Source: an optimization exercise on an open RTL-to-GDS flow (aim: small area). Production flows keep margins and buffers that such runs may drop. Only simulation tests tie the RTL to the original design; equivalence was not proved. With no activity given, the tool overestimates toggling in this design, so its power and IR-drop figures are unreliable.

==> flow/design.v, too long to show whole: its modules and the start of the top module <==
// module cordic_pipeline: 4425 lines
module cordic_pipeline(clk, x0, y0, z0, out_x, out_y, out_z);
  // ...
==> flow/run.sh <==
#!/bin/bash
# synth_recipe.tcl (not shown) runs the flow's synth.tcl, then flattens the netlist and writes it again
# the make line also repeats each setting of config.mk as NAME=value (left out here)
make -C /OpenROAD-flow-scripts/flow DESIGN_CONFIG=/design/flow/config.mk WORK_HOME=/design/flow/orfs CLKGATE_MAP_FILE= SYNTH_SCRIPT=/design/flow/synth_recipe.tcl finish
==> flow/config.mk <==
export PLATFORM = sky130hd
export DESIGN_NAME = cordic_pipeline
export DESIGN_NICKNAME = cordic_pipeline
export VERILOG_FILES = /design/flow/design.v
export SDC_FILE = /design/flow/constraint.sdc
export NUM_CORES = 4
export LEC_CHECK = 0
export CAP_MARGIN = 20
export CORE_MARGIN = 2
export CORE_UTILIZATION = 40
export SLEW_MARGIN = 20
==> flow/constraint.sdc <==
create_clock -name core_clock -period 4.0 [get_ports {clk}]
set_input_delay 0.8000 -clock core_clock [delete_from_list [all_inputs] [get_ports {clk}]]
set_output_delay 0.8000 -clock core_clock [all_outputs]
set_load 0.01 [all_outputs]
==> notes.md, run 1 <==
Run status:
- The flow ran to the end and the layout has no timing, DRC or antenna violations.

Yosys:
- After synthesis, the largest family of logic cells by area is adder cells.
- The library cell with the highest instance count after synthesis is sky130_fd_sc_hd__dfxtp_1.
- The simple logic cell fraction of the synthesized area is 0.0565.
- The portion of the post-synthesis area used by sequential elements is 0.438.
- The mapped netlist covers 27200 um2.

Critical path:
- The required time at the endpoint of the critical path is 3.20 ns.
- The worst stage delay on the critical path is 0.54 ns.
- The kind of critical path is reg -> out.
- The startpoint of the worst setup timing path is x10_b_1482_r1.
- The worst register-to-register path ends at x7_q_1200_r1.
- Grouping stages by cell kind, the critical path spends the most delay in simple AND/OR/NAND/NOR gates.
- The endpoint of the worst setup timing path is out_x[15].
- The worst-case register-to-register setup slack is 0.33 ns.
- Together, buffers and inverters on the worst path number 1.

Global routing:
- In this run the most used layer during global routing was met2.
- The met2 layer usage reported by global route is 0.254.
- The total global routing overflow is 0.
- Entering global routing, the biggest net connects 17 pins.

Layout:
- The fraction of cell area in non-clock buffers is 0.0359.
- The layout has 6084 filler cells.
- The layout contains a multi-input combinational cell count of 1323.
- The finished cells cover 31100 um2.
- Once layout is complete, the utilization of the core stands at 0.463.
- The count of inserted antenna diode cells is 0.
- The fraction of final layout cells sized beyond drive strength 1 is 0.0640.

Run:
- The max-cap check violation count is 0.

Place:
- The number of placed instances, taps included, is 3246.
- The cell area reported after detailed placement is 28900 um2.

Clock network:
- The clock tree synthesis step divided the H-tree into 2 levels.
- The largest buffer count on any clock path is 3.

Floorplan:
- The number of tap instances is 873.

Timing:
- The post-route worst setup slack is 0.294 ns.
- The final worst-path cycle share is 0.927.
- The final critical path time including I/O delays and setup is 3.71 ns.

Routing:
- In the final routing, the length of wire on met1 measures 16.8 mm.
- The met2 wire length is 23.2 mm.
==> inputs of run 2 (changes only) <==
--- a/flow/config.mk
+++ b/flow/config.mk
@@ -8,4 +8,6 @@
 export CAP_MARGIN = 20
 export CORE_MARGIN = 2
 export CORE_UTILIZATION = 40
+export CTS_BUF_LIST = sky130_fd_sc_hd__clkbuf_8
+export CTS_CLUSTER_SIZE = 25
 export SLEW_MARGIN = 20
==> run 2 against run 1 <==
Net effect: highest routed layer unchanged; largest cell class unchanged; critical path type unchanged; maximum frequency is 0.20% lower; core utilization decreased by 0.23 points; die area stayed put.
==> notes.md, run 2 <==
Run status:
- The flow ran to the end and the layout has no timing, DRC or antenna violations.

Global routing:
- The number of global-route vias before repair is 16300.
- The total global routing overflow is 0 (unchanged).
- The initial antenna violation count was 1.
- The pin count of the biggest net entering global routing came to 17 (unchanged).
- The first-pass GRT wire length is 74.3 mm.
- Across every metal layer, demand over resource in global routing totals 0.130.

Yosys:
- The synthesized area per cell is 11.6 um2.
- Counting flops with a built-in enable in the synthesized netlist gives 0.
- The share of synthesized flip-flops with an asynchronous set or reset is 0.
- In the synthesized netlist the dominant register cell turns out to be sky130_fd_sc_hd__dfxtp_1.
- For this run, the number of Yosys warnings is 1.
- Synthesis produced a netlist whose cell count is 2341.
- The biggest area contributor in the post-synthesis netlist is sky130_fd_sc_hd__dfxtp_1.
- Yosys mapped the design onto 64 distinct sky130hd cell types.
- The netlist area before placement is 27200 um2 (unchanged).
- The post-synthesis sequential element count is 595.
- The portion of the post-synthesis area used by sequential elements came to 0.438 (unchanged).
- The share of synthesized area in the top cell type comes to 0.438.
- The number of nets in the synthesized netlist is 2761.
- Sorting the synthesized cells by area gives the leading types as sky130_fd_sc_hd__dfxtp_1, sky130_fd_sc_hd__fa_1, sky130_fd_sc_hd__xnor2_1.
- After synthesis, the most frequently instantiated cells are sky130_fd_sc_hd__dfxtp_1, sky130_fd_sc_hd__inv_1, sky130_fd_sc_hd__xnor2_1.
- The library cell with the highest instance count after synthesis is sky130_fd_sc_hd__dfxtp_1.

Layout:
- The fraction of final layout cells sized beyond drive strength 1 is 0.0793 (+0.0153).
- The library cells used most frequently in the layout, excluding fill and tap cells, are sky130_fd_sc_hd__dfxtp_1, sky130_fd_sc_hd__inv_1, sky130_fd_sc_hd__xnor2_1.
- The count of placed standard cells in the final layout, fillers left out is 3422.
- In the final layout, the multi-input gates occupy 13500 um2.
- The library cell used most frequently in the layout, excluding fill and tap cells, is sky130_fd_sc_hd__dfxtp_1.
- The growth of design area from synthesis to finish is 13.9%.
- The sequential cell area in the final layout is 11900 um2.
- The number of nets in the layout is 2891.
- The filler cell count in the final layout is 6147 (+1.0%).

Floorplan:
- The number of cell rows is 95.
- The die area is 70100 um2.
- The initial cell density of the core is 0.404.
- The die outline height is 265 um.
- The core region area is 67300 um2.
- The width of the die is 265 um.
- During I/O placement, the number of pins put on the boundary was 97.

Critical path:
- The capture instance of the worst register-to-register path is y6_q_1139_r1.
- The kind of critical path is reg -> out.
- The length in cells of the worst reg-to-reg path is 13.
- The endpoint of the worst setup timing path is out_x[15].
- The startpoint of the lowest-slack register-to-register path is z5i_179_r1.
- The critical path starts at x10_b_1482_r1.
- The launching element type of the critical path is a flop.
- The kind of end point of the critical path is a primary output.
- The arrival time of data at the critical path endpoint is 2.91 ns.
- Along the worst path, the maximum fanout reaches 5.
- The required time at the endpoint of the critical path is 3.20 ns (about the same).
- The worst-case register-to-register setup slack is 0.34 ns (about the same).

Routing:
- The routed via count is 14900.
- The final layout contains routed wiring with a total length of 43.5 mm.
- After detailed routing, the number of remaining DRC violations is 0.
- The count of antenna-violating nets left after detailed routing is 0.
- The first detailed-routing pass ran for 4 iterations.
- The first routing iteration left 379 violations.
- The routed length per placed instance is 12.7 um.
- The detailed-route vias per instance is 4.36.

Timing:
- The number of hold violations in the final report is 0.
- At the pin with the least slew margin, the transition time is 0.749 ns.
- The relative max-transition margin is 0.501.
- Setup repair after global routing left no endpoint under its margin.
- The top achievable clock speed is 269 MHz.
- The final critical path time including I/O delays and setup is 3.71 ns (+0.00746 ns).
- The final worst-path cycle share was 0.928 (+0.00187).
- The count of pins over their slew limit is 0.
- Adding up every negative setup slack in the final design gives 0 ns.
- The setup violation total in the final timing report is 0.
- The post-route worst setup slack is 0.286 ns (-0.00746 ns).
- For the final database, setup skew stands at 0.0365 ns.

Worst hold path:
- The worst hold path cell count is 0.
- The worst hold-check path type is reg -> reg.

Run:
- The max-cap check violation count is 0 (unchanged).

Clock network:
- The number of H-tree levels was 3 (+1).
- After clock tree synthesis, the clock-pin slew on the worst setup and hold paths is 0.06 ns.
- The number of setup buffers added after CTS is 0.
- The largest buffer count on any clock path is 3 (unchanged).
- The root cell of the clock tree is sky130_fd_sc_hd__clkbuf_8.
- Buffers inserted during clock tree synthesis total 96.
- TritonCTS built the clock tree.
- CTS saw 595 sinks.
- At the later pin of the worst-skew pair, clock insertion delay measures 0.67 ns.

Place:
- The number of placed instances, taps included is 3246 (unchanged).
- At the end of routability-driven placement, the weighted congestion stood at 0.832.
- Port buffering added 96 buffers.
- At the placement stage, the worst setup path has a slack of 0.206 ns.
- The HPWL after detailed placement is 34.7 mm.

Power and ir drop:
run 2: cell counts after synthesis:
No cell type changed its count.
run 2: worst min path at each step:
| stage | start | end | slack [ns] |
|---|---|---|---|
| final | z0i_49_r5 | z0i_49_r6 | 0.31 |
| after floorplan | x9_i_1394_r1 | x9_i_1394_r2 | 0.31 |
| after global routing | z1i_88_r6 | z1i_88_r7 | 0.32 |
| after global placement | z0i_59_r3 | z0i_59_r4 | 0.31 |
| after detailed placement | z0i_49_r1 | z0i_49_r2 | 0.31 |
| after CTS | z0i_49_r5 | z0i_49_r6 | 0.31 |
run 2: layout make-up:
| class | instances | share of cell area |
|---|---|---|
| multi-input combinational | 1323 | 0.437 |
| sequential | 595 | 0.385 |
| clock buffer | 123 | 0.0547 |
| inverter | 338 | 0.0410 |
| timing repair buffer | 117 | 0.0361 |
| tap | 873 | 0.0353 |
| clock inverter | 52 | 0.0113 |
| antenna | 1 | 0.0000808 |
run 2: through the flow:
| stage | util | hold WS (ns) | instance area, um2 |
|---|---|---|---|
| after CTS | 0.460 | 0.311 | 30900 |
| after global routing | 0.460 | 0.318 | 31000 |
| after floorplan | - | 0.310 | 27200 |
| after global placement | 0.430 | 0.310 | 28900 |
| final | 0.460 | 0.307 | 31000 |
| after detailed placement | 0.430 | 0.312 | 28900 |
run 2: timing repair:
| item | in CTS | in global routing |
|---|---|---|
| endpoints found under the setup margin | 1 | 5 |
| gates resized for setup | 1 | 4 |
| hold buffers | 0 | 0 |
run 2: routing by layer:
metal  track usage  part of all wire
met5             0                 0
met4        0.0632             0.042
met3        0.0296             0.036
met2         0.253              0.53
met1         0.128              0.39
run 2: cell families (layout without fill, tap and decap cells):
| family | Yosys count | after routing | share of synthesized area |
|---|---|---|---|
| compound gates | 134 | 134 | 0.0342 |
| xor+xnor | 496 | 496 | 0.160 |
| fa+ha+maj | 371 | 371 | 0.231 |
| buf+inv | 423 | 630 | 0.0654 |
| flops | 595 | 595 | 0.438 |
| mux | 39 | 39 | 0.0146 |
| other cells | 0 | 1 | 0 |
| simple gates | 283 | 283 | 0.0566 |
run 2: critical path, cell delays in order (launching register included):
cell and delay [ns]:
sky130_fd_sc_hd__dfxtp_1 0.36, sky130_fd_sc_hd__ha_1 0.16, sky130_fd_sc_hd__nand2b_1 0.10, sky130_fd_sc_hd__or4_4 0.47, sky130_fd_sc_hd__nor3_2 0.15, sky130_fd_sc_hd__nor4b_2 0.21
sky130_fd_sc_hd__a31oi_1 0.08, sky130_fd_sc_hd__xnor2_1 0.15, sky130_fd_sc_hd__clkdlybuf4s50_1 0.54
==> inputs of run 3 (changes only) <==
--- a/flow/config.mk
+++ b/flow/config.mk
@@ -8,6 +8,7 @@
 export CAP_MARGIN = 20
 export CORE_MARGIN = 2
 export CORE_UTILIZATION = 40
-export CTS_BUF_LIST = sky130_fd_sc_hd__clkbuf_8
-export CTS_CLUSTER_SIZE = 25
+export CTS_BUF_LIST = sky130_fd_sc_hd__clkbuf_8 sky130_fd_sc_hd__clkbuf_16
+export CTS_CLUSTER_DIAMETER = 60
+export CTS_CLUSTER_SIZE = 20
 export SLEW_MARGIN = 20
==> run 3 against run 2 <==
Net effect: critical endpoint unchanged; maximum frequency increased by 1.2%; non-clock buffer count unchanged; sequential cell count is the same; synthesized area unchanged; wire length fell by 2.5%; critical path depth did not move; count of clock-buffer cells in the layout is 73 lower; setup slack better by 0.043 ns.
==> notes.md, run 3 <==
Run status:
- The flow ran to the end and the layout has no timing, DRC or antenna violations.

Clock network:
- The tree is rooted in a sky130_fd_sc_hd__clkbuf_16.
- TritonCTS built the clock tree.
- The number of H-tree levels came to 2 (-1).
- The quantity of hold-fixing buffers added after cts came to 0 (unchanged).
- The clock slew seen by the registers of the worst setup and hold paths was 0.08 ns (+0.02 ns).
- The insertion delay of the later-clocked pin in the worst-skew pair came to 0.58 ns (-0.09 ns).
- The largest buffer count on any clock path came to 3 (unchanged).
- The TritonCTS sink count is 595 (unchanged).
- The number of gates resized after cts came to 0 (-1).
- The post-CTS setup buffer count is 0 (unchanged).
- The number of CTS-inserted buffers is 43 (-55%).

Timing:
- The relative max-transition margin is 0.502 (+0.00104).
- The final worst-path cycle share is 0.918 (-0.0108).
- The actual slew at the worst max-slew pin was 0.747 ns (-0.00157 ns).
- The number of hold violations in the final report is 0 (unchanged).
- The post-route worst setup slack was 0.329 ns (+0.0432 ns).
- Setup repair after global routing left no endpoint under its margin.
- The count of pins over their slew limit is 0 (unchanged).
- The setup violation total in the final timing report is 0 (unchanged).
- The final critical path time including I/O delays and setup was 3.67 ns (-0.0432 ns).
- The largest clock skew in the final design came to 0.0163 ns (-0.0202 ns).
- The post-route setup TNS is 0 ns (unchanged).
- The top achievable clock speed is 272 MHz (+1.2%).

Floorplan:
- The die outline height is 265 um (unchanged).
- The number of cell rows is 95 (unchanged).
- The core region area is 67300 um2 (unchanged).
- The width of the die is 265 um (unchanged).
- The number of top-level pins came to 97 (unchanged).
- The die area was 70100 um2 (unchanged).
- The initial cell density of the core came to 0.404 (unchanged).

Yosys:
- The synthesized instance count came to 2341 (unchanged).
- The netlist area before placement is 27200 um2 (unchanged).
- After synthesis, the most frequently instantiated cells are sky130_fd_sc_hd__dfxtp_1, sky130_fd_sc_hd__inv_1, sky130_fd_sc_hd__xnor2_1.
- The post-synthesis sequential element count is 595 (unchanged).
- The most used flip-flop cell after synthesis is sky130_fd_sc_hd__dfxtp_1.
- The synthesized area per cell was 11.6 um2 (unchanged).
- The number of flops mapped to enable cells by yosys is 0 (unchanged).
- The number of warning messages in the yosys log was 1 (unchanged).
- The synthesized design spends more area on one cell type than any other, namely sky130_fd_sc_hd__dfxtp_1.
- Yosys attributes the largest share of cell area to sky130_fd_sc_hd__dfxtp_1, sky130_fd_sc_hd__fa_1, sky130_fd_sc_hd__xnor2_1.
- The total nets after synthesis was 2761 (unchanged).
- The distinct cell type count after synthesis is 64 (unchanged).
- The portion of the post-synthesis area used by sequential elements is 0.438 (unchanged).
- The share of the synthesized area in the top cell type is 0.438 (unchanged).
- The library cell with the highest instance count after synthesis is sky130_fd_sc_hd__dfxtp_1.
- The share of synthesized flip-flops with an asynchronous set or reset is 0 (unchanged).

Routing:
- The count of antenna-violating nets left after detailed routing is 0 (unchanged).
- The total wire length is 42.4 mm (-2.5%).
- The routed length per placed instance is 12.8 um (+0.46%).
- The routed via count is 14600 (-2.4%).
- The violation count after the first detailed-routing iteration is 357 (-5.8%).
- The detailed-route vias per instance is 4.39 (+0.58%).
- The iteration count of the initial detailed-routing pass came to 4 (unchanged).
- The number of design rule violations left after detail routing came to 0 (unchanged).

Layout:
- The fraction of final layout cells sized beyond drive strength 1 is 0.0519 (-0.0274).
- The most common cell after layout, fill and taps aside is sky130_fd_sc_hd__dfxtp_1.
- The number of nets in the layout is 2838 (-1.8%).
- The growth of design area from synthesis to finish is 11.6%.
- The count of placed standard cells in the final layout, fillers left out came to 3321 (-3.0%).
- In the layout the commonest cells are sky130_fd_sc_hd__dfxtp_1, sky130_fd_sc_hd__inv_1, sky130_fd_sc_hd__xnor2_1.
- The count of inserted antenna diode cells is 0 (-1).
- The final core area utilization is 0.451 (-0.00919).

Place:
- The count of buffers from port buffering was 96 (unchanged).
- The routability congestion estimate from global placement was 0.832 (unchanged).
- The number of placed instances, taps included is 3246 (unchanged).
- The HPWL after detailed placement was 34.7 mm (unchanged).
- The worst slack at placement was 0.206 ns (unchanged).

Global routing:
- The pin count of the biggest net entering global routing was 21 (+4).
- The global routing usage on met1 came to 0.129 (+0.000755).
- The first-pass GRT wire length came to 72.6 mm (-2.2%).
- The overall track demand over capacity in global routing is 0.127 (-0.00344).
- The met2 layer usage reported by global route is 0.251 (-0.00178).
- The total global routing overflow is 0 (unchanged).
- The peak-usage layer in the global routing report is met2.
- The number of global-route vias before repair came to 15700 (-3.5%).
- The global-route track usage on met3 came to 0.0192 (-0.0104).
- The initial antenna violation count is 0 (-1).

Critical path:
- The kind of end point of the critical path is a primary output.
- The required time at the endpoint of the critical path is 3.20 ns (about the same).
- The worst setup path is of the reg -> out kind.
- The largest fanout of any net on the critical path is 5 (unchanged).
- The length in cells of the worst reg-to-reg path is 14 (+1).
- In this run the critical register-to-register path is captured at x7_q_1200_r1.
- The launching element type of the critical path is a flop.
- The arrival time of data at the critical path endpoint came to 2.87 ns (-0.04 ns).
- The worst-case register-to-register setup slack is 0.34 ns (about the same).
- The startpoint of the lowest-slack register-to-register path is nS_1143_r1.
- The startpoint of the worst setup timing path is x10_b_1482_r1.

Worst hold path:
- In this run the most critical hold path is launched from z1i_88_r1.
- The worst hold path terminates at z1i_88_r2.
- The worst hold-check path type is reg -> reg.
- The worst hold path cell count is 0 (unchanged).

Run:
- The max-cap check violation count is 0 (unchanged).
## run 3: how the worst max path moves through the flow
| stage | endpoint | slack, ns |
|---|---|---|
| 2_1_floorplan | y8_q_1368_r1 | 0.03 |
| 3_3_place_gp | y6_q_1142_r1 | 0.40 |
| 3_5_place_dp | y6_q_1139_r1 | 0.21 |
| 4_1_cts | out_x[15] | 0.11 |
| 5_1_grt | y8_q_1368_r1 | 0.02 |
| 6_report | out_x[15] | 0.33 |
## run 3: layout make-up
type / count / area, um2
Sequential cell: 595 / 11900
Clock buffer: 50 / 1180
Tap cell: 873 / 1090
Clock inverter: 25 / 248
Fill cell: 6166 / 36900
Timing Repair Buffer: 117 / 1120
Multi-Input combinational cell: 1323 / 13500
Inverter: 338 / 1270
## run 3: routing by layer
metal | wire length [um] | up-vias
met1 | 16600 | 6876
li1 | - | 7430
met3 | 1210 | 94
met4 | 1660 | 0
met5 | 0 | -
met2 | 22900 | 173
## run 3: metrics by stage
step                      hold slack, ns  area (um2)
final                              0.322       30400
after global routing               0.331       30400
after CTS                          0.325       30300
after detailed placement           0.312       28900
after global placement             0.310       28900
after floorplan                    0.310       27200
## run 3: logic make-up after synthesis
logic type / share of synthesized area
flops: 0.438
simple gates: 0.0566
fa+ha+maj: 0.231
mux: 0.0146
xor+xnor: 0.160
compound gates: 0.0342
buf+inv: 0.0654
## run 3: worst max-delay path, cell delays in order, from the launching register on
cell and delay, ns:
sky130_fd_sc_hd__dfxtp_1 0.37, sky130_fd_sc_hd__ha_1 0.16, sky130_fd_sc_hd__nand2b_1 0.10, sky130_fd_sc_hd__or4_1 0.51
sky130_fd_sc_hd__nor3_2 0.17, sky130_fd_sc_hd__nor4b_2 0.21, sky130_fd_sc_hd__a31oi_1 0.08, sky130_fd_sc_hd__xnor2_1 0.15
sky130_fd_sc_hd__clkdlybuf4s50_1 0.54
==> inputs of run 4 (changes only) <==
--- a/flow/config.mk
+++ b/flow/config.mk
@@ -8,7 +8,7 @@
 export CAP_MARGIN = 20
 export CORE_MARGIN = 2
 export CORE_UTILIZATION = 40
-export CTS_BUF_LIST = sky130_fd_sc_hd__clkbuf_8 sky130_fd_sc_hd__clkbuf_16
+export CTS_BUF_LIST = sky130_fd_sc_hd__clkbuf_8
 export CTS_CLUSTER_DIAMETER = 60
 export CTS_CLUSTER_SIZE = 20
 export SLEW_MARGIN = 20
==> run 4 against run 3 <==
Net effect: still clean; non-clock buffer count unchanged; final cell count is essentially flat; core utilization fell by 0.74 points; sequential share of layout area up 0.65 points; critical path depth did not move; count of clock-buffer cells in the layout stayed put; sequential cell count is the same; maximum frequency fell by 0.57%; highest routed layer unchanged.
==> notes.md, run 4 <==
Run status:
- The flow ran to the end and the layout has no timing, DRC or antenna violations.

Timing:
- The post-route setup TNS came to 0 ns (unchanged).
- The actual slew at the worst max-slew pin is 0.746 ns (-0.000833 ns).
- The final critical path time including I/O delays and setup is 3.69 ns (+0.0210 ns).
- The relative max-transition margin came to 0.503 (+0.000556).
- The largest clock skew in the final design is 0.0371 ns (+0.0208 ns).
- The top achievable clock speed is 271 MHz (-0.57%).
- The number of hold violations in the final report is 0 (unchanged).
- Setup repair after global routing left no endpoint under its margin.
- The final worst-path cycle share is 0.923 (+0.00525).
- The setup violation total in the final timing report was 0 (unchanged).
- The count of pins over their slew limit is 0 (unchanged).

Critical path:
- The largest fanout of any net on the critical path came to 5 (unchanged).
- The required time at the endpoint of the critical path came to 3.20 ns (about the same).
- The worst-case register-to-register setup slack was 0.35 ns (about the same).
- The kind of end point of the critical path is a primary output.
- The arrival time of data at the critical path endpoint is 2.89 ns (+0.02 ns).
- The length in cells of the worst reg-to-reg path came to 14 (unchanged).
- The kind of critical path is reg -> out.
- STA classifies the critical path startpoint as a flop.
- The startpoint of the lowest-slack register-to-register path is nS_1143_r1.
- The endpoint identified for the worst register-to-register timing path is x7_q_1200_r1.

Yosys:
- The synthesized area per cell came to 11.6 um2 (unchanged).
- The number of flops mapped to enable cells by yosys is 0 (unchanged).
- The portion of the post-synthesis area used by sequential elements is 0.438 (unchanged).
- The portion of netlist area occupied by mux cells is 0.0146 (unchanged).
- The total nets after synthesis is 2761 (unchanged).
- The simple logic cell fraction of the synthesized area came to 0.0565 (unchanged).
- The dominant combinational cell family by area after synthesis is adder cells.
- Counting instances in the post-synthesis netlist gives the leading cell types as sky130_fd_sc_hd__dfxtp_1, sky130_fd_sc_hd__inv_1, sky130_fd_sc_hd__xnor2_1.
- The synthesized-area fraction occupied by xor and xnor cells is 0.160 (unchanged).
- The share of synthesized flip-flops with an asynchronous set or reset came to 0 (unchanged).
- Yosys attributes the largest share of cell area to sky130_fd_sc_hd__dfxtp_1, sky130_fd_sc_hd__fa_1, sky130_fd_sc_hd__xnor2_1.
- The share of synthesized cell area in full adder, half adder and majority cells is 0.231 (unchanged).
- The library cell with the largest summed area after synthesis is sky130_fd_sc_hd__dfxtp_1.
- The area fraction in compound gates after synthesis is 0.0342 (unchanged).
- The number of warning messages in the yosys log came to 1 (unchanged).
- The distinct cell type count after synthesis is 64 (unchanged).
- The most used flip-flop cell after synthesis is sky130_fd_sc_hd__dfxtp_1.
- The netlist area before placement is 27200 um2 (unchanged).
- The share of the synthesized area in the top cell type came to 0.438 (unchanged).
- The post-synthesis sequential element count came to 595 (unchanged).
- The synthesized instance count came to 2341 (unchanged).
- The library cell with the highest instance count after synthesis is sky130_fd_sc_hd__dfxtp_1.

Clock network:
- The number of H-tree levels is 2 (unchanged).
- The largest buffer count on any clock path came to 3 (unchanged).
- The TritonCTS clock tree is done.
- The clock slew seen by the registers of the worst setup and hold paths is 0.11 ns (+0.03 ns).
- The post-CTS setup buffer count came to 0 (unchanged).
- The number of CTS-inserted buffers is 43 (unchanged).
- The TritonCTS sink count was 595 (unchanged).
- The insertion delay of the later-clocked pin in the worst-skew pair came to 0.65 ns (+0.07 ns).
- The cell sitting at the root of the clock tree is a sky130_fd_sc_hd__clkbuf_8.

Layout:
- The sequential cell area in the final layout is 11900 um2 (unchanged).
- The most common cell after layout, fill and taps aside is sky130_fd_sc_hd__dfxtp_1.
- The final cell area excluding filler cells is 29900 um2 (-1.6%).
- The number of nets in the layout is 2838 (unchanged).
- The count of placed standard cells in the final layout, fillers left out is 3322 (+0.030%).
- The filler cell count in the final layout is 6238 (+1.2%).
- In the layout the commonest cells are sky130_fd_sc_hd__dfxtp_1, sky130_fd_sc_hd__inv_1, sky130_fd_sc_hd__xnor2_1.
- The fraction of final layout cells sized beyond drive strength 1 is 0.0523 (+0.000408).
- The combined area of the multi-input logic cells is 13500 um2 (about the same).
- Relative to the synthesized area, the layout overhead comes to 9.78%.

Worst hold path:
- In this run the most critical hold path is launched from z1i_88_r1.
- The worst hold path belongs to the class reg -> reg.
- For hold timing, the worst endpoint is z1i_88_r2.
- The worst hold path cell count was 0 (unchanged).

Place:
- The count of buffers from port buffering is 96 (unchanged).
- The cell area reported after detailed placement is 28900 um2 (unchanged).
- The number of placed instances, taps included is 3246 (unchanged).
- The HPWL after detailed placement was 34.7 mm (unchanged).
- The routability congestion estimate from global placement is 0.832 (unchanged).

Global routing:
- The pin count of the biggest net entering global routing is 21 (unchanged).
- The overall track demand over capacity in global routing was 0.126 (-0.000603).
- The first-pass GRT wire length came to 72.3 mm (-0.40%).
- The number of global-route vias before repair was 15700 (-0.083%).
- The initial antenna violation count was 1 (+1).
- The total global routing overflow came to 0 (unchanged).

Routing:
- The met2 wire length is 22.8 mm (-0.50%).
- The uppermost layer routed is met4.
- The total wire length is 42.2 mm (-0.44%).
- The met1 routed wirelength after detailed routing is 16.6 mm (-0.24%).
- The routed via count was 14600 (-0.082%).
- The detailed-route vias per instance is 4.38 (-0.11%).
- The count of antenna-violating nets left after detailed routing came to 0 (unchanged).
- The detailed route wirelength on metal3 is 1.06 mm (-13%).
- The violation count after the first detailed-routing iteration was 382 (+7.0%).
- The iteration count of the initial detailed-routing pass is 5 (+1).
- The routed length per placed instance is 12.7 um (-0.47%).
- The number of design rule violations left after detail routing was 0 (unchanged).

Floorplan:
- The width of the die is 265 um (unchanged).
- The number of top-level pins is 97 (unchanged).
- The initial cell density of the core is 0.404 (unchanged).
- The number of cell rows is 95 (unchanged).
- The die outline height is 265 um (unchanged).
- The die area is 70100 um2 (unchanged).
- The core region area is 67300 um2 (unchanged).

Run:
- The max-cap check violation count is 0 (unchanged).
## run 4: cell counts after synthesis
Identical to the previous run, type by type.
## run 4: logic make-up (layout without fill, tap and decap cells)
kind of cell               count (synthesis)  after routing
other                                      0              1
buffers and inverters                    423            530
DFF                                      595            595
adders and majority gates                371            371
xor gates and xnor gates                 496            496
AOI/OAI and AO/OA                        134            134
and+or+nand+nor                          283            283
muxes                                     39             39
## run 4: metal layers
layer / track usage / vias up
met5: 0 / -
met4: 0.0566 / 0
met3: 0.0185 / 99
met2: 0.250 / 180
met1: 0.129 / 6865
li1: - / 7417
## run 4: worst max path at each step
stage / start / end / slack, ns / depth (start not counted)
2_1_floorplan: zs_208_r1 / y8_q_1368_r1 / 0.03 / 17
3_5_place_dp: z5i_179_r1 / y6_q_1139_r1 / 0.21 / 13
5_1_grt: zs_208_r1 / y8_q_1368_r1 / 0.03 / 14
3_3_place_gp: z5i_179_r1 / y6_q_1142_r1 / 0.40 / 14
6_report: x10_b_1482_r1 / out_x[15] / 0.31 / 8
4_1_cts: x10_b_1482_r1 / out_x[15] / 0.06 / 8
## run 4: timing repair
action                                 CTS  global route
resized for setup                        1             4
cloned                                   0             0
setup endpoints to repair                1             4
endpoints found under the hold margin    0             0
hold buffers                             0             0
pin swaps                                0             0
## run 4: worst max-delay path: stages, from the launching register on
cell and delay (ns):
sky130_fd_sc_hd__dfxtp_1 0.38, sky130_fd_sc_hd__ha_1 0.16, sky130_fd_sc_hd__nand2b_1 0.10, sky130_fd_sc_hd__or4_4 0.47, sky130_fd_sc_hd__nor3_2 0.15, sky130_fd_sc_hd__nor4b_2 0.21
sky130_fd_sc_hd__a31oi_1 0.08, sky130_fd_sc_hd__xnor2_1 0.15, sky130_fd_sc_hd__clkdlybuf4s50_1 0.54
## run 4: per-stage QoR
| stage | hold WS [ns] | util | setup slack (ns) |
|---|---|---|---|
| floorplan | 0.310 | - | 0.0339 |
| global placement | 0.310 | 0.430 | 0.399 |
| detailed placement | 0.312 | 0.430 | 0.206 |
| CTS | 0.330 | 0.443 | 0.0596 |
| global route | 0.337 | 0.444 | 0.0336 |
| finish | 0.325 | 0.444 | 0.308 |
## run 4: cell type report
type,instances,area share
Multi-Input combinational cell,1323,0.453
Sequential cell,595,0.399
Inverter,338,0.0425
Timing Repair Buffer,117,0.0375
Tap cell,873,0.0366
Clock buffer,50,0.0231
Clock inverter,25,0.00801
Antenna cell,1,0.0000838
==> inputs of run 5 (changes only) <==
--- a/flow/config.mk
+++ b/flow/config.mk
@@ -9,6 +9,6 @@
 export CORE_MARGIN = 2
 export CORE_UTILIZATION = 40
 export CTS_BUF_LIST = sky130_fd_sc_hd__clkbuf_8
-export CTS_CLUSTER_DIAMETER = 60
-export CTS_CLUSTER_SIZE = 20
+export CTS_CLUSTER_DIAMETER = 45
+export CTS_CLUSTER_SIZE = 22
 export SLEW_MARGIN = 20
==> run 5 against run 4 <==
Net effect: still clean; register-to-register slack got worse by 0.06 ns; setup slack worse by 0.016 ns; maximum frequency down 0.43%.
==> notes.md, run 5 <==
Floorplan:
- The die outline height is 265 um (unchanged).
- The number of top-level pins was 97 (unchanged).
- The width of the die is 265 um (unchanged).
- The die area was 70100 um2 (unchanged).
- The initial cell density of the core was 0.404 (unchanged).
- The number of cell rows came to 95 (unchanged).
- The core region area is 67300 um2 (unchanged).

Yosys:
- The share of the synthesized area in the top cell type is 0.438 (unchanged).
- The synthesized instance count is 2341 (unchanged).
- The most common cell in the synthesized netlist is sky130_fd_sc_hd__dfxtp_1.
- Of all cell types, the one taking the most synthesized area is sky130_fd_sc_hd__dfxtp_1.
- The netlist area before placement is 27200 um2 (unchanged).
- The number of flops mapped to enable cells by yosys is 0 (unchanged).
- The number of warning messages in the yosys log came to 1 (unchanged).
- The most used flip-flop cell after synthesis is sky130_fd_sc_hd__dfxtp_1.
- The distinct cell type count after synthesis is 64 (unchanged).
- The share of synthesized flip-flops with an asynchronous set or reset came to 0 (unchanged).
- The portion of the post-synthesis area used by sequential elements is 0.438 (unchanged).
- Ranked by total cell area, the synthesized netlist is headed by sky130_fd_sc_hd__dfxtp_1, sky130_fd_sc_hd__fa_1, sky130_fd_sc_hd__xnor2_1.
- In the synthesized netlist, the cells that appear most often are sky130_fd_sc_hd__dfxtp_1, sky130_fd_sc_hd__inv_1, sky130_fd_sc_hd__xnor2_1.
- The total nets after synthesis was 2761 (unchanged).
- The synthesized area per cell came to 11.6 um2 (unchanged).
- The post-synthesis sequential element count is 595 (unchanged).

Timing:
- The number of hold violations in the final report is 0 (unchanged).
- The worst hold slack came to 0.313 ns (-0.0118 ns).
- The final worst-path cycle share is 0.927 (+0.00401).
- The count of pins over their slew limit is 0 (unchanged).
- The setup violation total in the final timing report is 0 (unchanged).
- The relative max-transition margin was 0.501 (-0.00174).
- Setup repair after global routing left no endpoint under its margin.
- The final critical path time including I/O delays and setup came to 3.71 ns (+0.0161 ns).
- The post-route setup TNS is 0 ns (unchanged).
- The top achievable clock speed is 270 MHz (-0.43%).
- The largest clock skew in the final design was 0.0558 ns (+0.0187 ns).
- The actual slew at the worst max-slew pin is 0.749 ns (+0.00261 ns).

Clock network:
- The TritonCTS sink count is 595 (unchanged).
- The largest buffer count on any clock path is 3 (unchanged).
- The TritonCTS clock tree is done.
- The insertion delay of the later-clocked pin in the worst-skew pair is 0.66 ns (about the same).
- The clock slew seen by the registers of the worst setup and hold paths is 0.11 ns (about the same).
- The number of gates resized after cts came to 0 (-1).
- The root cell of the clock tree is sky130_fd_sc_hd__clkbuf_8.
- The quantity of hold-fixing buffers added after cts was 0 (unchanged).
- The number of CTS-inserted buffers is 66 (+53%).
- The number of H-tree levels is 3 (+1).
- The post-CTS setup buffer count is 0 (unchanged).

Critical path:
- The kind of end point of the critical path is a flop.
- STA classifies the critical path startpoint as a flop.
- The sum of buffers and inverters on the critical path came to 3 (+2).
- The required time at the endpoint of the critical path came to 4.55 ns (+1.35 ns).
- Grouping stages by cell kind, the critical path spends the most delay in adder cells.
- The critical path goes through buf_4 > xor2_1 > fa_1 > fa_1 > inv_1 > fa_1 > o21a_1 > fa_1 > inv_1 > ha_1 > and4_1 > and3_1 > mux2i_1 > xnor2_1.
- The largest fanout of any net on the critical path is 6 (+1).
- The arrival time of data at the critical path endpoint is 4.26 ns (+1.37 ns).
- The kind of critical path is reg -> reg.
- Among all stages on the critical path, the largest delay is contributed by sky130_fd_sc_hd__fa_1.
- The critical path's most frequent cell is sky130_fd_sc_hd__fa_1.
- The worst stage delay on the critical path is 0.45 ns (-0.09 ns).

Layout:
- Leaving out fill and tap cells, the most frequent cell in the layout is sky130_fd_sc_hd__dfxtp_1.
- In the layout the commonest cells are sky130_fd_sc_hd__dfxtp_1, sky130_fd_sc_hd__inv_1, sky130_fd_sc_hd__xnor2_1.
- Compared with the post-synthesis result, the final layout area differs by 11.9%.
- The sequential cell area in the final layout is 11900 um2 (unchanged).
- The filler cell count in the final layout is 6193 (-0.72%).
- The fraction of final layout cells sized beyond drive strength 1 is 0.0667 (+0.0144).
- The combined area of the multi-input logic cells is 13500 um2 (unchanged).
- The number of nets in the layout came to 2861 (+0.81%).

Worst hold path:
- The worst hold-check path type is reg -> reg.

Place:
- The HPWL after detailed placement is 34.7 mm (unchanged).
- The routability congestion estimate from global placement is 0.832 (unchanged).
- The count of buffers from port buffering is 96 (unchanged).

Run:
- The max-cap check violation count came to 0 (unchanged).

Global routing:
- The overall track demand over capacity in global routing is 0.129 (+0.00266).
- The total global routing overflow is 0 (unchanged).
- The initial antenna violation count is 1 (unchanged).
- The number of global-route vias before repair is 15900 (+1.1%).
- The pin count of the biggest net entering global routing came to 23 (+9.5%).
- The first-pass GRT wire length is 73.2 mm (+1.2%).

Routing:
- The detailed-route vias per instance is 4.38 (-0.14%).
- The iteration count of the initial detailed-routing pass is 5 (unchanged).
- The total wire length is 42.9 mm (+1.6%).
- The violation count after the first detailed-routing iteration is 390 (+2.1%).
- The routed length per placed instance is 12.7 um (+0.26%).
- The routed via count is 14700 (+1.2%).
- The count of antenna-violating nets left after detailed routing is 0 (unchanged).
- The number of design rule violations left after detail routing was 0 (unchanged).

Run status:
- The flow ran to the end and the layout has no timing, DRC or antenna violations.
run 5: cell counts after synthesis:
Identical to the previous run, type by type.
run 5: worst paths after layout:
| check | end | startpoint | depth (start not counted) | slack [ns] |
|---|---|---|---|---|
| setup / recovery | x7_q_1200_r1 | nS_1143_r1 | 14 | 0.29 |
| hold / removal | zm_1580_r2 | zm_1580_r1 | 0 | 0.31 |
| setup reg to reg | x7_q_1200_r1 | nS_1143_r1 | 14 | 0.29 |
| hold reg to reg | zm_1580_r2 | zm_1580_r1 | 0 | 0.31 |
run 5: final cells by class:
class	instances	area share
diodes	2	0.000164
clock buffers	71	0.0321
clock inverters	46	0.0173
inverters	338	0.0417
multi-input cells	1323	0.445
flip-flops and latches	595	0.391
well taps	873	0.0359
repair buffers	117	0.0368
run 5: metal layers:
| layer | wire length [um] | global-route usage | share of wire | vias up |
|---|---|---|---|---|
| met5 | 0 | 0 | 0 | - |
| li1 | - | - | - | 7486 |
| met4 | 1870 | 0.0577 | 0.044 | 0 |
| met3 | 1310 | 0.0275 | 0.031 | 116 |
| met2 | 23000 | 0.252 | 0.54 | 198 |
| met1 | 16700 | 0.129 | 0.39 | 6929 |
run 5: stage by stage:
stage,utilization,setup WS (ns),cell area [um2],cells
3_3_place_gp,0.430,0.399,28900,3246
3_5_place_dp,0.430,0.206,28900,3246
4_1_cts,0.452,0.0489,30400,3363
5_1_grt,0.452,0.00671,30400,3365
2_1_floorplan,-,0.0339,27200,2341
6_report,0.452,0.292,30400,3365
run 5: kinds of logic (layout without fill, tap and decap cells):
kind of cell	Yosys count	in the layout	share of synthesized area
flip-flops	595	595	0.438
XOR/XNOR	496	496	0.160
buffers and inverters	423	572	0.0654
adder cells (fa/ha/maj)	371	371	0.231
AND/OR/NAND/NOR	283	283	0.0566
AO/OA/AOI/OAI	134	134	0.0342
multiplexers	39	39	0.0146
other	0	2	0
run 5: worst register-to-register path, cell delays in order (launching register included):
cell and delay (ns):
sky130_fd_sc_hd__dfxtp_1 0.38, sky130_fd_sc_hd__buf_4 0.19, sky130_fd_sc_hd__xor2_1 0.18, sky130_fd_sc_hd__fa_1 0.42
sky130_fd_sc_hd__fa_1 0.37, sky130_fd_sc_hd__inv_1 0.09, sky130_fd_sc_hd__fa_1 0.45, sky130_fd_sc_hd__o21a_1 0.25
sky130_fd_sc_hd__fa_1 0.40, sky130_fd_sc_hd__inv_1 0.07, sky130_fd_sc_hd__ha_1 0.17, sky130_fd_sc_hd__and4_1 0.23
sky130_fd_sc_hd__and3_1 0.19, sky130_fd_sc_hd__mux2i_1 0.09, sky130_fd_sc_hd__xnor2_1 0.14
==> inputs of run 6 (changes only) <==
--- a/flow/config.mk
+++ b/flow/config.mk
@@ -8,7 +8,7 @@
 export CAP_MARGIN = 20
 export CORE_MARGIN = 2
 export CORE_UTILIZATION = 40
-export CTS_BUF_LIST = sky130_fd_sc_hd__clkbuf_8
-export CTS_CLUSTER_DIAMETER = 45
-export CTS_CLUSTER_SIZE = 22
+export CTS_BUF_LIST = sky130_fd_sc_hd__clkbuf_4 sky130_fd_sc_hd__clkbuf_8
+export CTS_CLUSTER_DIAMETER = 50
+export CTS_CLUSTER_SIZE = 16
 export SLEW_MARGIN = 20
==> run 6 against run 5 <==
Net effect: die area unchanged; synthesized cell count unchanged; highest routed layer unchanged; register-to-register slack better by 0.06 ns; maximum frequency about the same; count of clock-buffer cells in the layout down 2; setup slack about the same; critical path type is now reg -> out; largest cell class unchanged.
==> notes.md, run 6 <==
Yosys:
- The post-synthesis sequential element count is 595 (unchanged).
- The distinct cell type count after synthesis was 64 (unchanged).
- Sorting the synthesized cells by area gives the leading types as sky130_fd_sc_hd__dfxtp_1, sky130_fd_sc_hd__fa_1, sky130_fd_sc_hd__xnor2_1.
- The synthesized design spends more area on one cell type than any other, namely sky130_fd_sc_hd__dfxtp_1.
- After synthesis, the largest family of logic cells by area is adder cells.
- The total nets after synthesis is 2761 (unchanged).
- The portion of netlist area occupied by mux cells came to 0.0146 (unchanged).
- The netlist area before placement is 27200 um2 (unchanged).
- The number of flops mapped to enable cells by yosys came to 0 (unchanged).
- The synthesized area per cell is 11.6 um2 (unchanged).
- The share of the synthesized area in the top cell type is 0.438 (unchanged).
- The library cell with the highest instance count after synthesis is sky130_fd_sc_hd__dfxtp_1.
- The area fraction in compound gates after synthesis is 0.0342 (unchanged).
- The portion of the post-synthesis area used by sequential elements was 0.438 (unchanged).
- The synthesized instance count came to 2341 (unchanged).
- In the synthesized netlist, the cells that appear most often are sky130_fd_sc_hd__dfxtp_1, sky130_fd_sc_hd__inv_1, sky130_fd_sc_hd__xnor2_1.
- The share of synthesized cell area in full adder, half adder and majority cells is 0.231 (unchanged).
- The number of warning messages in the yosys log is 1 (unchanged).
- The synthesized-area fraction occupied by xor and xnor cells came to 0.160 (unchanged).
- The most used flip-flop cell after synthesis is sky130_fd_sc_hd__dfxtp_1.
- The simple logic cell fraction of the synthesized area is 0.0565 (unchanged).
- The share of synthesized flip-flops with an asynchronous set or reset is 0 (unchanged).

Routing:
- The iteration count of the initial detailed-routing pass is 4 (-1).
- The routed via count is 14700 (-0.37%).
- The routed length per placed instance is 12.8 um (about the same).
- The number of design rule violations left after detail routing is 0 (unchanged).
- The total wire length came to 42.7 mm (-0.44%).
- The count of antenna-violating nets left after detailed routing is 0 (unchanged).
- The violation count after the first detailed-routing iteration is 380 (-2.6%).
- The detailed-route vias per instance is 4.38 (+0.14%).

Run status:
- The flow ran to the end and the layout has no timing, DRC or antenna violations.

Timing:
- The actual slew at the worst max-slew pin is 0.746 ns (-0.00253 ns).
- Setup repair after global routing left no endpoint under its margin.
- The count of pins over their slew limit is 0 (unchanged).
- The final critical path time including I/O delays and setup is 3.71 ns (-0.000178 ns).
- The setup violation total in the final timing report is 0 (unchanged).
- The number of hold violations in the final report is 0 (unchanged).
- The top achievable clock speed came to 270 MHz (about the same).
- The final worst-path cycle share is 0.927 (about the same).
- The relative max-transition margin was 0.502 (+0.00169).
- The post-route setup TNS came to 0 ns (unchanged).
- The largest clock skew in the final design was 0.0379 ns (-0.0180 ns).

Place:
- The count of buffers from port buffering came to 96 (unchanged).
- The routability congestion estimate from global placement is 0.832 (unchanged).
- The HPWL after detailed placement is 34.7 mm (unchanged).
- The cell area reported after detailed placement is 28900 um2 (unchanged).

Critical path:
- The arrival time of data at the critical path endpoint came to 2.91 ns (-1.35 ns).
- The critical path is of the reg -> out type.
- STA classifies the critical path endpoint as a primary output.
- The worst stage delay on the critical path is 0.54 ns (+0.09 ns).
- The standard cell with the maximum stage delay on the critical path is sky130_fd_sc_hd__clkdlybuf4s50_1.
- The length in cells of the worst reg-to-reg path is 14 (unchanged).
- The launching element type of the critical path is a flop.
- The critical path goes through ha_1 > nand2b_1 > or4_4 > nor3_2 > nor4b_2 > a31oi_1 > xnor2_1 > clkdlybuf4s50_1.
- The largest fanout of any net on the critical path came to 5 (-1).
- The required time at the endpoint of the critical path is 3.20 ns (-1.35 ns).

Floorplan:
- The die area is 70100 um2 (unchanged).
- The number of cell rows is 95 (unchanged).
- The initial cell density of the core is 0.404 (unchanged).
- The core region area is 67300 um2 (unchanged).
- The die outline height was 265 um (unchanged).
- The width of the die is 265 um (unchanged).
- The number of top-level pins is 97 (unchanged).

Layout:
- The filler cell count in the final layout is 6230 (+0.60%).
- The library cell used most frequently in the layout, excluding fill and tap cells, is sky130_fd_sc_hd__dfxtp_1.
- The growth of design area from synthesis to finish is 11.0%.
- The final cell area excluding filler cells is 30200 um2 (-0.85%).
- In the layout the commonest cells are sky130_fd_sc_hd__dfxtp_1, sky130_fd_sc_hd__inv_1, sky130_fd_sc_hd__xnor2_1.
- The number of nets in the layout is 2852 (-0.31%).
- The fraction of final layout cells sized beyond drive strength 1 is 0.0635 (-0.00321).

Clock network:
- The largest buffer count on any clock path is 3 (unchanged).
- The clock slew seen by the registers of the worst setup and hold paths is 0.10 ns (about the same).
- The quantity of hold-fixing buffers added after cts is 0 (unchanged).
- The insertion delay of the later-clocked pin in the worst-skew pair was 0.68 ns (+0.02 ns).
- The number of H-tree levels is 2 (-1).
- The number of CTS-inserted buffers is 57 (-14%).
- CTS placed an instance of sky130_fd_sc_hd__clkbuf_8 at the clock tree root.
- TritonCTS built the clock tree.
- The TritonCTS sink count came to 595 (unchanged).

Global routing:
- The overall track demand over capacity in global routing was 0.128 (-0.000941).
- The total global routing overflow came to 0 (unchanged).
- The first-pass GRT wire length was 73.2 mm (about the same).
- The pin count of the biggest net entering global routing is 17 (-26%).
- The initial antenna violation count is 1 (unchanged).
- The number of global-route vias before repair is 15900 (+0.094%).

Worst hold path:
- The worst hold path cell count was 0 (unchanged).
- The worst hold path belongs to the class reg -> reg.

Run:
- The max-cap check violation count came to 0 (unchanged).
## run 6: path summary, 6_finish.rpt
kind | startpoint | to | slack, ns
worst min-delay path | y8_i_1343_r1 | y8_i_1343_r2 | 0.32
worst min register to register | y8_i_1343_r1 | y8_i_1343_r2 | 0.32
worst max-delay path | x10_b_1482_r1 | out_x[15] | 0.29
worst max register to register | nS_1143_r1 | x7_q_1200_r1 | 0.35
## run 6: critical path, delay by kind of cell (launching register included)
kind | cells | cell delay, ns
AO/OA/AOI/OAI | 1 | 0.08
XOR/XNOR | 1 | 0.15
adder cells (fa/ha/maj) | 1 | 0.16
buffers and inverters | 1 | 0.54
flip-flops | 1 | 0.37
AND/OR/NAND/NOR | 4 | 0.93
## run 6: repair_timing
item,4_1_cts,5_1_grt
setup endpoints to repair,1,5
cloned,0,0
setup buffers,0,0
gates resized for setup,1,4
## run 6: cells by family after synthesis
family,after synthesis
adder cells (fa/ha/maj),371
multiplexers,39
AND/OR/NAND/NOR,283
AO/OA/AOI/OAI,134
buffers and inverters,423
XOR/XNOR,496
flip-flops,595
## run 6: cell type report
type                            count  area, um2  share of cell area
Tap cell                          873       1090              0.0362
Inverter                          338       1270              0.0420
Clock buffer                       69        912              0.0302
Timing Repair Buffer              117       1120              0.0371
Antenna cell                        1       2.50           0.0000829
Multi-Input combinational cell   1323      13500               0.448
Sequential cell                   595      11900               0.395
Clock inverter                     32        338              0.0112
## run 6: per-layer routing
metal,up-vias,part of all wire,GRT usage
met4,0,0.042,0.0589
li1,7466,-,-
met1,6910,0.39,0.129
met5,-,0,0
met3,108,0.029,0.0203
met2,191,0.54,0.253
## run 6: through the flow
stage	utilization	hold slack, ns	std cells	worst slack, ns
after floorplan	-	0.310	2341	0.0339
after global placement	0.430	0.310	3246	0.399
after detailed placement	0.430	0.312	3246	0.206
after CTS	0.448	0.326	3347	0.0503
after global routing	0.449	0.332	3348	0.0193
final	0.449	0.320	3348	0.293
==> inputs of run 7 (changes only) <==
--- a/flow/config.mk
+++ b/flow/config.mk
@@ -8,7 +8,7 @@
 export CAP_MARGIN = 20
 export CORE_MARGIN = 2
 export CORE_UTILIZATION = 40
-export CTS_BUF_LIST = sky130_fd_sc_hd__clkbuf_4 sky130_fd_sc_hd__clkbuf_8
-export CTS_CLUSTER_DIAMETER = 50
-export CTS_CLUSTER_SIZE = 16
+export CTS_BUF_LIST = sky130_fd_sc_hd__clkbuf_16
+export CTS_CLUSTER_DIAMETER = 80
+export CTS_CLUSTER_SIZE = 40
 export SLEW_MARGIN = 20
==> run 7 against run 6 <==
Net effect: sequential cell count unchanged; global-route usage down 0.27 points; worst hold slack better by 0.0063 ns; critical path type unchanged; largest cell class unchanged; first-iteration DRC count down 13%; still clean; sequential share of layout area up 0.098 points; non-clock buffer count unchanged; register-to-register slack worse by 0.03 ns.
==> notes.md, run 7 <==
Clock network:
- The TritonCTS clock tree is done.
- The quantity of hold-fixing buffers added after cts was 0 (unchanged).
- The root buffer cell chosen for the clock tree is sky130_fd_sc_hd__clkbuf_16.
- The number of CTS-inserted buffers came to 30 (-47%).
- The number of gates resized after cts is 0 (-1).
- The clock slew seen by the registers of the worst setup and hold paths is 0.12 ns (+0.02 ns).
- The post-CTS setup buffer count is 0 (unchanged).
- The insertion delay of the later-clocked pin in the worst-skew pair is 0.62 ns (-0.06 ns).
- The TritonCTS sink count is 595 (unchanged).
- The number of H-tree levels is 1 (-1).
- The largest buffer count on any clock path is 3 (unchanged).

Timing:
- The worst hold slack is 0.326 ns (+0.00633 ns).
- The post-route setup TNS is 0 ns (unchanged).
- The top achievable clock speed came to 269 MHz (-0.31%).
- The final critical path time including I/O delays and setup is 3.72 ns (+0.0114 ns).
- The actual slew at the worst max-slew pin is 0.746 ns (+0.000208 ns).
- The largest clock skew in the final design is 0.0376 ns (-0.000283 ns).
- The final worst-path cycle share is 0.930 (+0.00285).
- Setup repair after global routing left no endpoint under its margin.
- The setup violation total in the final timing report came to 0 (unchanged).
- The count of pins over their slew limit is 0 (unchanged).
- The relative max-transition margin is 0.502 (about the same).
- The number of hold violations in the final report was 0 (unchanged).

Routing:
- The uppermost layer routed is met4.
- The detailed-route vias per instance is 4.38 (-0.12%).
- The routed via count was 14500 (-1.5%).
- The met2 wire length came to 23.1 mm (-0.28%).
- The number of design rule violations left after detail routing is 0 (unchanged).
- The routed length per placed instance is 12.8 um (+0.25%).
- The detailed route wirelength on metal3 came to 870 um (-30%).
- The met1 routed wirelength after detailed routing is 16.7 mm (+1.0%).
- The total wire length came to 42.2 mm (-1.2%).
- The violation count after the first detailed-routing iteration is 329 (-13%).
- The iteration count of the initial detailed-routing pass is 4 (unchanged).
- The count of antenna-violating nets left after detailed routing came to 0 (unchanged).

Floorplan:
- The width of the die came to 265 um (unchanged).
- The core region area came to 67300 um2 (unchanged).
- The number of top-level pins came to 97 (unchanged).
- The die outline height came to 265 um (unchanged).
- The initial cell density of the core is 0.404 (unchanged).
- The die area was 70100 um2 (unchanged).
- The number of cell rows is 95 (unchanged).

Yosys:
- The area fraction in compound gates after synthesis came to 0.0342 (unchanged).
- The simple logic cell fraction of the synthesized area is 0.0565 (unchanged).
- The total nets after synthesis is 2761 (unchanged).
- The share of synthesized cell area in full adder, half adder and majority cells is 0.231 (unchanged).
- The number of warning messages in the yosys log was 1 (unchanged).
- The number of flops mapped to enable cells by yosys is 0 (unchanged).
- The synthesized instance count is 2341 (unchanged).
- The portion of netlist area occupied by mux cells is 0.0146 (unchanged).
- sky130_fd_sc_hd__dfxtp_1 is the most common cell in the netlist.
- The netlist area before placement is 27200 um2 (unchanged).
- The portion of the post-synthesis area used by sequential elements is 0.438 (unchanged).
- The share of synthesized flip-flops with an asynchronous set or reset came to 0 (unchanged).
- The most used flip-flop cell after synthesis is sky130_fd_sc_hd__dfxtp_1.
- The synthesized-area fraction occupied by xor and xnor cells is 0.160 (unchanged).
- Sorting the synthesized cells by how often they occur yields sky130_fd_sc_hd__dfxtp_1, sky130_fd_sc_hd__inv_1, sky130_fd_sc_hd__xnor2_1.
- Ranked by total cell area, the synthesized netlist is headed by sky130_fd_sc_hd__dfxtp_1, sky130_fd_sc_hd__fa_1, sky130_fd_sc_hd__xnor2_1.
- After synthesis, the largest family of logic cells by area is adder cells.
- The library cell with the largest summed area after synthesis is sky130_fd_sc_hd__dfxtp_1.
- The share of the synthesized area in the top cell type is 0.438 (unchanged).
- The synthesized area per cell is 11.6 um2 (unchanged).
- The distinct cell type count after synthesis is 64 (unchanged).
- The post-synthesis sequential element count came to 595 (unchanged).

Critical path:
- The launching element type of the critical path is a flop.
- The arrival time of data at the critical path endpoint is 2.92 ns (about the same).
- The largest fanout of any net on the critical path is 5 (unchanged).
- The worst setup path is captured at a primary output.
- The required time at the endpoint of the critical path is 3.20 ns (about the same).
- The kind of critical path is reg -> out.

Layout:
- The most common cell after layout, fill and taps aside is sky130_fd_sc_hd__dfxtp_1.
- In the layout the commonest cells are sky130_fd_sc_hd__dfxtp_1, sky130_fd_sc_hd__inv_1, sky130_fd_sc_hd__xnor2_1.
- The filler cell count in the final layout is 6186 (-0.71%).
- The number of nets in the layout was 2825 (-0.95%).
- The count of inserted antenna diode cells is 0 (-1).
- The combined area of the multi-input logic cells was 13500 um2 (about the same).
- The sequential cell area in the final layout is 11900 um2 (unchanged).
- The growth of design area from synthesis to finish is 10.7%.
- The fraction of final layout cells sized beyond drive strength 1 is 0.0453 (-0.0182).

Place:
- The count of buffers from port buffering is 96 (unchanged).
- The HPWL after detailed placement is 34.7 mm (unchanged).
- The routability congestion estimate from global placement is 0.832 (unchanged).

Run status:
- The run finished with no timing, DRC or antenna violations.

Global routing:
- The first-pass GRT wire length is 72.5 mm (-1.0%).
- The overall track demand over capacity in global routing is 0.125 (-0.00272).
- The number of global-route vias before repair was 15700 (-1.6%).
- The pin count of the biggest net entering global routing is 41 (+24).
- The total global routing overflow came to 0 (unchanged).
- The initial antenna violation count came to 0 (-1).

Worst hold path:
- The path class of the tightest hold or removal check is reg -> reg.

Run:
- The max-cap check violation count is 0 (unchanged).
## run 7: final cells by class
type,instances,share of cell area
repair buffers,117,0.0372
clock buffers,31,0.0258
well taps,873,0.0363
inverters,338,0.0422
flip-flops and latches,595,0.396
multi-input cells,1323,0.450
clock inverters,24,0.0133
## run 7: final timing paths
path,cells after the start,to,startpoint,slack (ns)
max,8,out_x[15],x10_b_1482_r1,0.28
min,0,y8_i_1343_r2,y8_i_1343_r1,0.33
max reg2reg,14,x9_q_1422_r1,zs_218_r1,0.32
min reg2reg,0,y8_i_1343_r2,y8_i_1343_r1,0.33
## run 7: metrics by stage
step / worst slack, ns / cells / utilization / instance area, um2
2_1_floorplan: 0.0339 / 2341 / - / 27200
3_3_place_gp: 0.399 / 3246 / 0.430 / 28900
3_5_place_dp: 0.206 / 3246 / 0.430 / 28900
4_1_cts: 0.0684 / 3301 / 0.447 / 30100
5_1_grt: 0.0256 / 3301 / 0.447 / 30100
6_report: 0.281 / 3301 / 0.447 / 30100
## run 7: cells by family after synthesis
logic type	Yosys count
adders and majority gates	371
xor gates and xnor gates	496
AOI/OAI and AO/OA	134
DFF	595
buffers and inverters	423
and+or+nand+nor	283
muxes	39
## run 7: routing by layer
layer,track usage,up-vias
li1,-,7384
met1,0.130,6854
met2,0.253,143
met3,0.0153,71
met4,0.0435,0
met5,0,-
## run 7: critical path: stages, from the launching register on
cell and delay (ns):
sky130_fd_sc_hd__dfxtp_1 0.38, sky130_fd_sc_hd__ha_1 0.16, sky130_fd_sc_hd__nand2b_1 0.10, sky130_fd_sc_hd__or4_1 0.51, sky130_fd_sc_hd__nor3_2 0.17, sky130_fd_sc_hd__nor4b_2 0.21, sky130_fd_sc_hd__a31oi_1 0.08, sky130_fd_sc_hd__xnor2_1 0.15
sky130_fd_sc_hd__clkdlybuf4s50_1 0.54

[static timing again, ports no longer ideal]
No port has a modelled driver above. Below, the same layouts with a new extraction and two added sets of constraints.
Step 1 (the two cells are an assumption about what drives the block):
set clk [get_ports {clk}]
set_driving_cell -lib_cell sky130_fd_sc_hd__clkbuf_16 $clk
set_driving_cell -lib_cell sky130_fd_sc_hd__buf_2 [delete_from_list [all_inputs] $clk]
Step 2, shift: input delay + t, output delay - t, t = (earliest + latest rising clock arrival at the registers) / 2. This alone moves slack from input paths to output paths.
a / b / c = ideal / step 1 / step 2; a / b = the first two.
run | shift t [ns] | slack for setup (ns) | hold slack, ns | worst setup path after step 2 | cell pins on the clock port's net
run 1 | 0.663 | 0.294 / 0.235 / 0.332 | 0.321 / 0.321 / 0.321 | register to register | 1
run 2 | 0.714 | 0.286 / 0.230 / 0.345 | 0.307 / 0.307 / 0.307 | register to register | 1
run 3 | 0.631 | 0.329 / 0.271 / 0.343 | 0.322 / 0.322 / 0.322 | register to register | 1
run 4 | 0.689 | 0.308 / 0.251 / 0.347 | 0.325 / 0.325 / 0.325 | register to register | 1
run 5 | 0.691 | 0.292 / 0.286 / 0.292 | 0.313 / 0.313 / 0.313 | register to register | 1
run 6 | 0.709 | 0.293 / 0.236 / 0.349 | 0.320 / 0.320 / 0.320 | register to register | 1
run 7 | 0.667 | 0.281 / 0.221 / 0.321 | 0.326 / 0.326 / 0.326 | register to register | 1
After both steps every run listed still meets setup and hold.
